What follows belongs to an exercise in optimizing a design on an open flow for small area and a short achievable clock period; a production flow would make more cautious choices. In this exercise RTL edits were held to simulation tests only and were not proved equivalent to the original.

==> flow/design.v (outline; a module is shown in full before it is edited, if it fits) <==
// module mips: 91 lines
// module mbooth: 2364 lines
module mips(
	input			clk, reset,
	output	[31:0]	pc,
	input	[31:0]	instr,
	output			memwrite,
	output	[31:0]	aluout, writedata,
	input	[31:0]	readdata,
	input	[ 4:0]	dispSel,
	output	[31:0]	dispDat );
  // ...
==> flow/run.sh <==
#!/bin/bash
# synth_recipe.tcl (not shown) runs the flow's synth.tcl, then flattens the netlist and writes it again
# the make line also repeats each setting of config.mk as NAME=value (left out here)
make -C /OpenROAD-flow-scripts/flow DESIGN_CONFIG=/design/flow/config.mk WORK_HOME=/design/flow/orfs CLKGATE_MAP_FILE= SYNTH_SCRIPT=/design/flow/synth_recipe.tcl finish
==> flow/config.mk <==
export PLATFORM = sky130hd
export DESIGN_NAME = mips
export DESIGN_NICKNAME = mips
export VERILOG_FILES = /design/flow/design.v
export SDC_FILE = /design/flow/constraint.sdc
export NUM_CORES = 4
export LEC_CHECK = 0
export CAP_MARGIN = 20
export CORE_MARGIN = 2
export CORE_UTILIZATION = 40
export PLACE_DENSITY = 0.45
export SETUP_SLACK_MARGIN = 3
export SLEW_MARGIN = 20
==> flow/constraint.sdc <==
create_clock -name core_clock -period 12.0 [get_ports {clk}]
set_input_delay 2.4000 -clock core_clock [delete_from_list [all_inputs] [get_ports {clk}]]
set_output_delay 2.4000 -clock core_clock [all_outputs]
set_load 0.01 [all_outputs]
==> results.toml, run 1 <==
[status]
outcome = "complete, no violations"

[setup_path]
path_cells = "buf_12 -> or3_4 -> buf_4 -> nor2_4 -> buf_6 -> a22o_1 -> a221oi_1 -> nand4_1 -> or3_4 -> buf_12 -> ha_4 -> a21o_1 -> a311oi_2 -> a21oi_1 -> a221o_1 -> a31o_4 -> a31oi_4 -> buf_4 -> o31ai_4 -> a21o_1 -> a21oi_2 -> xnor2_2 -> buf_2"
crit_buf_inv = 6
worst_ep_arrival_time_ns = 7.05
cp_top_family = "compound AO/OA/AOI/OAI gates"
rrSetupSlack_ns = 3.05
crit_type = "in -> out"

[final_layout]
flops_and_latches = 1088
finalNonFillerCells = 13280
nonClockBufferCount = 1058
final-nonclk-buf-share_pct = 9.520
syn2layout_area_growth_pct = 19.65
multi_input_area_share_pct = 50.64

[place]
hpwlAfterDp_mm = 396.8

[die]
die_area_sq_mm = 0.2301
rows = 174

[timing]
finalCriticalPeriod_ns = 9.448
drv_slew = 0
hold_violations = 0
fin_crit_sh_pct = 78.73

[logic_synthesis]
async_flop_share_pct = 8.824
yosys.area.top_type = "edfxtp_1"
synthesis.area_sq_mm = 0.09053
synthFlopType = "edfxtp_1"

[min_path]
hp-class = "reg -> reg"
min_path_cells = 2

[grt]
busiest_layer = "met2"
antenna_found_initial = 44
grt_first_pass_wirelength_mm = 801.9

[clock_network]
clk_latency_ns = 0.88
cts_made_buffers = 130

[route]
dr_wl_met3_mm = 87.00
top_layer_used = "met5"

[job]
maxCapViolCount = 0
==> run 2: changes to the inputs <==
--- a/flow/config.mk
+++ b/flow/config.mk
@@ -12,2 +12,3 @@
 export SETUP_SLACK_MARGIN = 3
 export SLEW_MARGIN = 20
+export TNS_END_PERCENT = 0
==> results.toml, run 2 <==
[final_layout]
largest_register_ffs = 992
drive_gt1_share_pct = 13.93
mostFrequentLayoutCell = "nand2_1"
syn2layout_area_growth_pct = 17.91
final_cell_mix = "1153 x nand2_1, 992 x edfxtp_1, 956 x a22oi_1"
num-nets-final = 10860
max_flop_register = "R.q"

[timing]
slew_headroom_pct = 11.63
max_freq_ghz = 0.1044
fin_crit_sh_pct = 79.84
setup_viol = 0
fin_setup_tns_ns = 0
clock_skew_ns = 0.07774
hold_violations = 0
rsz0062_at_grt = "true"
drv_slew = 0
finalCriticalPeriod_ns = 9.581
worstMarginPinSlew_ns = 1.326
timing.hold.ws_ns = 0.5970

[logic_synthesis]
synth_top_area_share_pct = 32.91
yosysSeqAreaShare_pct = 35.56
yosys.area.top_type = "edfxtp_1"
ys_warn_count = 1
netlist_top_cells_count = "1166 x nand2_1, 992 x edfxtp_1, 960 x a22oi_1, 820 x clkbuf_1, 714 x a21oi_1"
async_flop_share_pct = 8.824
synthFlopType = "edfxtp_1"
syn_nets = 10730
synth-xor-area-share_pct = 2.187
synthMostInstantiatedCell = "nand2_1"
synth_compound_area_share_pct = 27.68
ys_seq_elements = 1088
netlist_instances = 9925
synthTopCellsByArea = "edfxtp_1 33%, fa_1 10%, a22oi_1 8.0%"
yosys.area_share.simple_pct = 12.65
synth.avg_cell_area_sq_um = 9.121
synth_fa_ha_area_share_pct = 14.41
synthesis.area_sq_mm = 0.09053
yosysUniqueCellTypes = 90
synth_edf_count = 992
synth_mux_area_share_pct = 0.6524
synth_top_family_by_area = "compound AO/OA/AOI/OAI gates"

[die]
ios = 200
rows = 174
die_area_sq_mm = 0.2301
die_y_microns = 479.7
start_util_pct = 40.25
die_w_microns = 479.7
core_sq_mm = 0.2249

[clock_network]
cts-root-buf = "clkbuf_16"
cts.sinks = 1088
clk_path_buf_depth = 3
cts_tree = "yes"
cts_made_buffers = 130
clk_latency_ns = 0.89
htree_levels = 4
path_clk_slew_ns = 0.06
cts_hold_buf = 0

[setup_path]
worstPathRequired_ns = 9.60
cp_max_fo = 12
worst_ep_arrival_time_ns = 7.18
crit_path_end_kind = "output port"
crit_type = "in -> out"
startpoint_type = "primary input"

[grt]
overflow = 0
antenna_found_initial = 50
grt_first_pass_wirelength_mm = 797.3
grt_max_degree = 91
grt_usage_pct = 50.52
grt_pass1_vias = 90600

[route]
drc = 0
ant_nets = 0
wl_per_cell_microns = 45.70
drt-total-wl_mm = 603.1
firstDrtPassIters = 15
vias_per_cell = 7.523
vias = 99270
first_iter_violations = 18680

[place]
place_congestion = 1.047
portBuffers = 198
hpwlAfterDp_mm = 396.8

[min_path]
hp-class = "reg -> reg"

[job]
maxCapViolCount = 0

[status]
outcome = "complete, no violations"
run 2: cell counts after synthesis:
Identical to the previous run, type by type.
run 2: what timing repair did:
| item | 4_1_cts | 5_1_grt |
|---|---|---|
| endpoints found under the setup margin | 962 | 917 |
| resized for setup | 294 | 92 |
| setup buffers | 146 | 50 |
| cloned | 5 | 3 |
| pin swaps | 86 | 65 |
run 2: metrics by stage:
stage | utilization (%) | setup slack [ns] | cell area [sq um] | cells
after floorplan | - | 3.004 | 90550 | 9925
final | 47.46 | 2.419 | 106700 | 13200
after detailed placement | 43.86 | 0.3933 | 98640 | 12710
after global routing | 47.42 | 2.467 | 106600 | 13150
after CTS | 46.97 | 2.745 | 105600 | 13090
after global placement | 43.77 | 0.3244 | 98430 | 12700
run 2: final timing paths:
path | endpoint | startpoint | depth (start not counted) | slack, ns
min | pcr[1] | pcr[1] | 2 | 0.60
max in group asynchronous | mB[15] | reset | 3 | 8.39
min reg2reg | pcr[1] | pcr[1] | 2 | 0.60
min in group asynchronous | pcr[14] | reset | 2 | 2.01
max reg2reg | R[20].q[27] | mA[30] | 27 | 2.61
max | writedata[14] | instr[20] | 10 | 2.42
run 2: logic make-up after synthesis:
family / after synthesis
compound gates: 3568
xor+xnor: 226
fa+ha+maj: 776
buf+inv: 1649
flops: 1088
mux: 58
simple gates: 2560
run 2: layer usage:
metal | share of wire, % | track usage, %
met1 | 33 | 58.10
met3 | 14 | 21.71
met5 | 0.18 | 1.740
met2 | 41 | 72.28
met4 | 11 | 42.11
run 2: area by class of cell:
type	count	area (sq um)
sequential	1088	32300
timing repair buffer	982	9359
clock buffer	157	3395
clock inverter	81	1080
antenna	46	115.1
multi-input combinational	7195	54280
fill	21120	118200
tap	2992	3744
inverter	655	2471
run 2: worst max-delay path: stages:
cell and delay (ns):
clkdlybuf4s50_1 0.61, inv_1 0.28, nand3_1 0.37, nor2_4 1.03, buf_4 0.40, a222oi_1 0.13
nand4_1 0.15, or3_1 0.82, buf_4 0.33, clkdlybuf4s50_1 0.59
==> run 3: changes to the inputs <==
--- a/flow/config.mk
+++ b/flow/config.mk
@@ -6,9 +6,9 @@
 export NUM_CORES = 4
 export LEC_CHECK = 0
-export CAP_MARGIN = 20
+export CAP_MARGIN = 10
 export CORE_MARGIN = 2
 export CORE_UTILIZATION = 40
 export PLACE_DENSITY = 0.45
 export SETUP_SLACK_MARGIN = 3
-export SLEW_MARGIN = 20
+export SLEW_MARGIN = 10
 export TNS_END_PERCENT = 0
==> results.toml, run 3 <==
[status]
outcome = "complete, but fails checks"
failed_layout_checks = "capacitance limit, slew limit"

[timing]
rsz0062_at_grt = "true"
hold_violations = 0
fin_setup_tns_ns = 0
setup_viol = 0
finalCriticalPeriod_ns = 9.476
drv_slew = 17
worstMarginPinSlew_ns = 1.500
fin_crit_sh_pct = 78.96
slew_headroom_pct = -0.2473
clock_skew_ns = 0.06568
max_freq_ghz = 0.1055

[route]
drc = 0
wl_per_cell_microns = 45.55
ant_nets = 0
first_iter_violations = 19130
vias = 99330
firstDrtPassIters = 15
vias_per_cell = 7.514
drt-total-wl_mm = 602.2

[final_layout]
fillers = 21160
mostFrequentLayoutCell = "nand2_1"
multi_input_area_sq_mm = 0.05438
final_cell_mix = "1152 x nand2_1, 992 x edfxtp_1, 957 x a22oi_1"
seq_area_sq_mm = 0.03230
final_core_util_pct = 47.54
drive_gt1_share_pct = 14.15
num-nets-final = 10880
syn2layout_area_growth_pct = 18.10
largest_register_ffs = 992
max_flop_register = "R.q"

[clock_network]
cts.sinks = 1088
htree_levels = 4
clk_path_buf_depth = 3
path_clk_slew_ns = 0.07
cts_made_buffers = 130
cts-root-buf = "clkbuf_16"
clk_latency_ns = 0.88
cts_tree = "yes"

[logic_synthesis]
netlist_instances = 9925
netlist_top_cells_count = "1166 x nand2_1, 992 x edfxtp_1, 960 x a22oi_1, 820 x clkbuf_1, 714 x a21oi_1"
ys_seq_elements = 1088
synthesis.area_sq_mm = 0.09053
synth.avg_cell_area_sq_um = 9.121
yosysUniqueCellTypes = 90
synth_edf_count = 992
yosys.area.top_type = "edfxtp_1"
syn_nets = 10730
yosysSeqAreaShare_pct = 35.56
synthMostInstantiatedCell = "nand2_1"
synthTopCellsByArea = "edfxtp_1 33%, fa_1 10%, a22oi_1 8.0%"
synthFlopType = "edfxtp_1"
synth_top_area_share_pct = 32.91
ys_warn_count = 1
async_flop_share_pct = 8.824

[setup_path]
worst_ep_arrival_time_ns = 7.08
path_cells = "buf_8 -> or3b_4 -> buf_4 -> nor2_4 -> buf_12 -> buf_6 -> a22o_1 -> a221oi_1 -> nand4_1 -> or3_4 -> buf_8 -> ha_4 -> a21oi_4 -> nor2b_1 -> a2111oi_2 -> buf_4 -> or4_4 -> o21ai_4 -> o211ai_1 -> a31oi_2 -> nor2_2 -> o21bai_2 -> xor2_2 -> buf_2"
critPathSlowestCell = "or3_4"
crit_type = "in -> out"
worstPathRequired_ns = 9.60
startpoint_type = "primary input"
max_stage_delay_ns = 0.47
cp_max_fo = 15
crit_path_end_kind = "output port"

[die]
ios = 200
start_util_pct = 40.25
die_w_microns = 479.7
rows = 174
core_sq_mm = 0.2249
die_area_sq_mm = 0.2301
die_y_microns = 479.7

[grt]
overflow = 0
grt_usage_pct = 50.67
grt_first_pass_wirelength_mm = 799.6
grt_pass1_vias = 90610
grt_max_degree = 91
antenna_found_initial = 47

[place]
hpwlAfterDp_mm = 395.2
place_congestion = 1.047
portBuffers = 198

[min_path]
hp-class = "reg -> reg"

[job]
maxCapViolCount = 1
-- run 3: repair_timing --
item	CTS	global route
resized for setup	357	55
gates cloned	9	1
pin swaps	110	35
setup buffers	202	19
hold buffers	0	0
endpoints found under the hold margin	0	0
endpoints found under the setup margin	962	726
-- run 3: critical path: cells and delay by family --
| family | cells | cell delay (ns) |
|---|---|---|
| AOI/OAI and AO/OA | 8 | 1.27 |
| xor gates and xnor gates | 1 | 0.27 |
| adders and majority gates | 1 | 0.32 |
| buffers and inverters | 7 | 1.16 |
| and+or+nand+nor | 7 | 1.59 |
-- run 3: per-layer routing --
layer,global-route usage [%],up-vias,share of wire (%)
met5,1.201,-,0.10
met4,42.21,34,11
met3,21.26,3243,14
met2,72.68,9874,41
met1,58.50,48550,33
li1,-,37630,-
-- run 3: cell type report --
cell class,count,area share [%]
multi-input cells,7195,50.86
flip-flops and latches,1088,30.22
repair buffers,1000,8.850
well taps,2992,3.502
clock buffers,151,3.126
inverters,655,2.314
clock inverters,84,1.003
diodes,55,0.1287
-- run 3: stage by stage --
| stage | setup slack (ns) | hold slack, ns | area (sq um) | std cells |
|---|---|---|---|---|
| final | 2.524 | 0.6060 | 106900 | 13220 |
| after global routing | 2.561 | 0.6387 | 106800 | 13170 |
| after CTS | 2.821 | 0.6035 | 106300 | 13140 |
| after detailed placement | 0.3740 | 0.5878 | 98430 | 12700 |
| after global placement | 0.3244 | 0.5858 | 98430 | 12700 |
| after floorplan | 3.004 | 0.5406 | 90550 | 9925 |
-- run 3: final timing paths --
check                          start           to  slack [ns]  depth (start not counted)
max in group asynchronous      reset       mB[11]        8.40                          3
min                           pcr[1]       pcr[1]        0.61                          2
min reg2reg                   pcr[1]       pcr[1]        0.61                          2
max                        instr[24]   aluout[28]        2.52                         24
min in group asynchronous      reset      pcr[19]        2.02                          2
max reg2reg                   mA[31]  R[11].q[26]        2.73                         24
-- run 3: cells by family after synthesis --
kind of cell,count (synthesis),share of synthesized area (%)
AO/OA/AOI/OAI,3568,27.68
flip-flops,1088,35.56
multiplexers,58,0.6524
adder cells (fa/ha/maj),776,14.41
buffers and inverters,1649,6.866
XOR/XNOR,226,2.187
AND/OR/NAND/NOR,2560,12.65
==> module mips, before the edit <==
module mips(
	input			clk, reset,
	output	[31:0]	pc,
	input	[31:0]	instr,
	output			memwrite,
	output	[31:0]	aluout, writedata,
	input	[31:0]	readdata,
	input	[ 4:0]	dispSel,
	output	[31:0]	dispDat );
	wire [5:0] op    = instr[31:26];
	wire [5:0] funct = instr[5:0];
	wire i_mem   = op[5];                  
	wire i_sw    = op[5] &  op[3];
	wire i_lw    = op[5] & ~op[3];
	wire i_addi  = ~op[5] & op[3];
	wire i_beq   = ~op[5] & op[2];
	wire i_jmp   = ~op[5] & op[1];         
	wire i_jal   = ~op[5] & op[1] & op[0];
	wire i_r     = ~op[5] & ~op[3] & ~op[2] & ~op[1];
	wire r_alu   = funct[5];
	wire r_md    = ~funct[5] & funct[4];   
	wire r_multu = r_md & funct[0];
	wire r_mflo  = r_md & ~funct[0] & funct[1];
	wire r_mfhi  = r_md & ~funct[0] & ~funct[1];
	wire r_jr    = ~funct[5] & ~funct[4];
	wire multu = i_r & r_multu;
	wire jr    = i_r & r_jr;
	assign memwrite = i_sw;
	wire [4:0]  ra1 = instr[25:21];
	wire [4:0]  ra2 = instr[20:16];
	wire [4:0]  wa  = i_jal ? 5'd31 : (i_r ? instr[15:11] : instr[20:16]);
	wire        we  = i_jal | i_lw | i_addi | (i_r & (r_alu | (r_md & ~funct[0])));
	wire [31:0] wd;
	wire [31:0] r [0:31];
	assign r[0] = 32'b0;
	genvar gi;
	generate
		for (gi = 1; gi < 32; gi = gi + 1) begin : R
			reg [31:0] q;
			always @(posedge clk)
				if (we && wa == gi) q <= wd;
			assign r[gi] = q;
		end
	endgenerate
	wire [31:0] rs = r[ra1];
	wire [31:0] rt = r[ra2];
	assign writedata = rt;
	assign dispDat   = r[dispSel];
	wire [31:0] signimm = {{16{instr[15]}}, instr[15:0]};
	wire [31:0] addr = rs + signimm;
	assign aluout = addr;
	wire        sub  = funct[1];
	wire [31:0] rsum = rs + (sub ? ~rt : rt) + sub;
	reg [31:0] alures;
	always @(*)
		if (~i_r)
			alures = addr;
		else if (funct[2])
			alures = funct[0] ? (rs | rt) : (rs & rt);
		else if (funct[3])
			alures = {31'b0, rsum[31]};
		else
			alures = rsum;
	reg  [31:0] mA, mB;
	wire [63:0] mt, mu;
	mbooth mul(mA, mB, mt, mu);
	wire [63:0] prod = mt + mu;
	always @(posedge clk, posedge reset)
		if (reset) begin
			mA <= 32'b0;
			mB <= 32'b0;
		end else if (multu) begin
			mA <= rs;
			mB <= rt;
		end
	reg  [31:0] pcr;
	assign pc = pcr;
	wire [31:0] pcplus4  = pcr + 32'd4;
	wire [31:0] pcbranch = pcplus4 + {signimm[29:0], 2'b00};
	wire        eq = (rs == rt);
	wire [31:0] pcnext = jr ? rs :
	                     i_jmp ? {pcplus4[31:28], instr[25:0], 2'b00} :
	                     (i_beq & eq) ? pcbranch : pcplus4;
	always @(posedge clk, posedge reset)
		if (reset) pcr <= 32'b0;
		else       pcr <= pcnext;
	assign wd = i_jal ? pcplus4 :
	            i_lw  ? readdata :
	            (i_r & r_md) ? (funct[1] ? prod[31:0] : prod[63:32]) :
	            alures;
endmodule
==> run 4: changes to the inputs <==
--- a/flow/design.v
+++ b/flow/design.v
@@ -48,18 +48,16 @@
 	assign dispDat   = r[dispSel];
 	wire [31:0] signimm = {{16{instr[15]}}, instr[15:0]};
-	wire [31:0] addr = rs + signimm;
-	assign aluout = addr;
-	wire        sub  = funct[1];
-	wire [31:0] rsum = rs + (sub ? ~rt : rt) + sub;
+	wire        sub  = i_r & funct[1];
+	wire [31:0] srcb = i_r ? rt : signimm;
+	wire [31:0] sum  = rs + (sub ? ~srcb : srcb) + sub;
+	assign aluout = sum;
 	reg [31:0] alures;
 	always @(*)
-		if (~i_r)
-			alures = addr;
-		else if (funct[2])
+		if (funct[2] & i_r)
 			alures = funct[0] ? (rs | rt) : (rs & rt);
-		else if (funct[3])
-			alures = {31'b0, rsum[31]};
+		else if (funct[3] & i_r)
+			alures = {31'b0, sum[31]};
 		else
-			alures = rsum;
+			alures = sum;
 	reg  [31:0] mA, mB;
 	wire [63:0] mt, mu;
--- a/flow/config.mk
+++ b/flow/config.mk
@@ -6,9 +6,9 @@
 export NUM_CORES = 4
 export LEC_CHECK = 0
-export CAP_MARGIN = 10
+export CAP_MARGIN = 20
 export CORE_MARGIN = 2
 export CORE_UTILIZATION = 40
 export PLACE_DENSITY = 0.45
 export SETUP_SLACK_MARGIN = 3
-export SLEW_MARGIN = 10
+export SLEW_MARGIN = 20
 export TNS_END_PERCENT = 0
==> results.toml, run 4 <==
[final_layout]
final_core_util_pct = 47.94
multi_input_area_sq_mm = 0.05359
drive_gt1_share_pct = 15.36
fillers = 20870
finalNonFillerCells = 13150
largest_register_ffs = 992
final_cell_mix = "1115 x nand2_1, 992 x edfxtp_1, 912 x a22oi_1"
num-nets-final = 10790
syn2layout_area_growth_pct = 18.95
mostFrequentLayoutCell = "nand2_1"
max_flop_register = "R.q"
seq_area_sq_mm = 0.03227

[logic_synthesis]
synth_edf_count = 992
ys_seq_elements = 1088
synthTopCellsByArea = "edfxtp_1 33%, fa_1 10%, a22oi_1 7.7%"
yosysSeqAreaShare_pct = 35.86
synth_top_area_share_pct = 33.18
synth.avg_cell_area_sq_um = 9.151
yosys.area.top_type = "edfxtp_1"
netlist_instances = 9811
yosysUniqueCellTypes = 89
synthMostInstantiatedCell = "nand2_1"
synthesis.area_sq_mm = 0.08978
async_flop_share_pct = 8.824
netlist_top_cells_count = "1126 x nand2_1, 992 x edfxtp_1, 916 x a22oi_1, 822 x clkbuf_1, 685 x a21oi_1"
synthFlopType = "edfxtp_1"
syn_nets = 10580
ys_warn_count = 1

[setup_path]
worst_ep_arrival_time_ns = 7.29
worstPathRequired_ns = 9.60
crit_type = "in -> out"
critPathSlowestCell = "nor2_4"
cp_top_family = "simple AND/OR/NAND/NOR gates"
crit_buf_inv = 7
startpoint_type = "primary input"
crit_path_end_kind = "output port"
cp_max_fo = 19
max_stage_delay_ns = 0.64
startpoint = "instr[16]"
reg2reg_from = "mB[21]"
path_cells = "buf_6 -> nand3b_1 -> buf_4 -> nor2_4 -> buf_12 -> a22o_1 -> a221oi_1 -> nand3_1 -> or3_1 -> buf_4 -> xnor2_1 -> o21ai_1 -> ha_1 -> buf_4 -> buf_4 -> nand4_1 -> nor3_2 -> a31oi_4 -> a21oi_2 -> a31oi_2 -> xnor2_2 -> buf_2"
critical_path.most_common_cell = "buf_4"

[route]
drc = 0
ant_nets = 0
first_iter_violations = 19160
vias_per_cell = 7.537
vias = 99150
firstDrtPassIters = 15
wl_per_cell_microns = 45.63
drt-total-wl_mm = 600.2

[die]
die_w_microns = 477.8
rows = 173
die_y_microns = 477.8
core_sq_mm = 0.2227
ios = 200
die_area_sq_mm = 0.2282
start_util_pct = 40.31

[timing]
worst_slack_ns = 2.307
finalCriticalPeriod_ns = 9.693
rsz0062_at_grt = "true"
fin_setup_tns_ns = 0
slew_headroom_pct = 13.19
fin_crit_sh_pct = 80.77
clock_skew_ns = 0.05109
max_freq_ghz = 0.1032
drv_slew = 0
worstMarginPinSlew_ns = 1.302
setup_viol = 0
hold_violations = 0

[grt]
grt_pass1_vias = 89970
grt_max_degree = 129
grt_first_pass_wirelength_mm = 796.5
grt_usage_pct = 50.67
antenna_found_initial = 48
overflow = 0

[status]
outcome = "complete, no violations"

[clock_network]
path_clk_slew_ns = 0.06
cts_made_buffers = 135
cts-root-buf = "clkbuf_16"
cts_hold_buf = 0
clk_latency_ns = 0.85
cts_tree = "yes"
htree_levels = 4
clk_path_buf_depth = 3
cts.sinks = 1088

[place]
hpwlAfterDp_mm = 391.0
portBuffers = 198
place_inst = 12560
place_congestion = 1.040
preCtsSetupSlack_ns = 0.5684

[job]
maxCapViolCount = 0

[min_path]
hp-class = "reg -> reg"
min_from = "mA[9]"
==> run 4: layer usage <==
| metal | part of all wire (%) | up-vias | wire length (microns) | global-route usage (%) |
|---|---|---|---|---|
| met4 | 12 | 38 | 69760 | 43.74 |
| met5 | 0.11 | - | 671 | 0.3992 |
| met3 | 14 | 3416 | 84900 | 21.28 |
| met2 | 41 | 9849 | 246600 | 72.87 |
| li1 | - | 37390 | - | - |
| met1 | 33 | 48460 | 198300 | 57.78 |
==> run 4: final cells by class <==
cell class	count	share of cell area [%]
Inverter	674	2.379
Tap cell	2975	3.486
Timing Repair Buffer	1069	9.322
Multi-Input combinational cell	7051	50.19
Sequential cell	1088	30.22
Clock inverter	91	0.9983
Antenna cell	54	0.1265
Clock buffer	152	3.282
==> run 4: metrics by stage <==
stage | cell area [sq um] | hold WS (ns)
floorplan | 89820 | 0.5406
global placement | 97690 | 0.5104
detailed placement | 97730 | 0.5191
CTS | 106000 | 0.5303
global route | 106700 | 0.5563
finish | 106800 | 0.5339
==> run 4: worst min-delay path, stage by stage (launching register included) <==
cell and delay, ns:
dfrtp_2 0.38, nand2_1 0.05, o21ai_0 0.06
==> run 4: cells by family (layout without fill, tap and decap cells) <==
kind of cell / count (synthesis) / count (layout) / synth area share (%)
AOI/OAI and AO/OA: 3498 / 3499 / 27.52
xor gates and xnor gates: 189 / 189 / 1.844
adders and majority gates: 744 / 744 / 14.07
buffers and inverters: 1676 / 1986 / 7.051
DFF: 1088 / 1088 / 35.86
muxes: 90 / 90 / 1.017
other: 0 / 54 / 0
and+or+nand+nor: 2526 / 2529 / 12.64
==> run 4: worst paths after layout <==
kind	end	slack, ns	cells after the start
worst min register to register	mA[9]	0.53	2
min in group asynchronous	pcr[11]	2.08	2
max in group asynchronous	mB[27]	8.54	3
worst min-delay path	mA[9]	0.53	2
worst max register to register	R[7].q[12]	2.33	22
worst max-delay path	aluout[30]	2.31	22
==> run 4: what timing repair did <==
item | in CTS | in global routing
resized for setup | 366 | 70
endpoints found under the hold margin | 0 | 0
endpoints found under the setup margin | 1029 | 867
gates cloned | 6 | 4
pin swaps | 132 | 58
buffers inserted | 261 | 23

[port drivers added, routing unchanged]
In the flow no input, the clock included, has a driving cell. The finished layouts below were timed again as built, in two steps.
Step 1: set_driving_cell puts a clkbuf_16 on clk and a buf_2 on each other input, an assumption about the parent block.
Step 2 also shifts input and output timing later by t, the mid clock arrival at the registers, as if the neighbouring blocks saw the same clock.
Three values: ideal, step 1, step 2; two values: the first two.
| run | shift t [ns] | slack for setup (ns) | latest minus earliest clock arrival (ns) |
|---|---|---|---|
| run 1 | 0.952 | 2.552 / 2.419 / 2.193 | 0.078 / 0.078 |
| run 2 | 0.950 | 2.419 / 2.396 / 1.844 | 0.078 / 0.078 |
| run 3 | 0.949 | 2.524 / 2.470 / 1.738 | 0.065 / 0.066 |
| run 4 | 0.924 | 2.307 / 2.274 / 2.274 | 0.051 / 0.051 |
The setup slack of run 3, which loses most, moves by -0.054 ns with the drivers and by -0.786 ns with both steps.
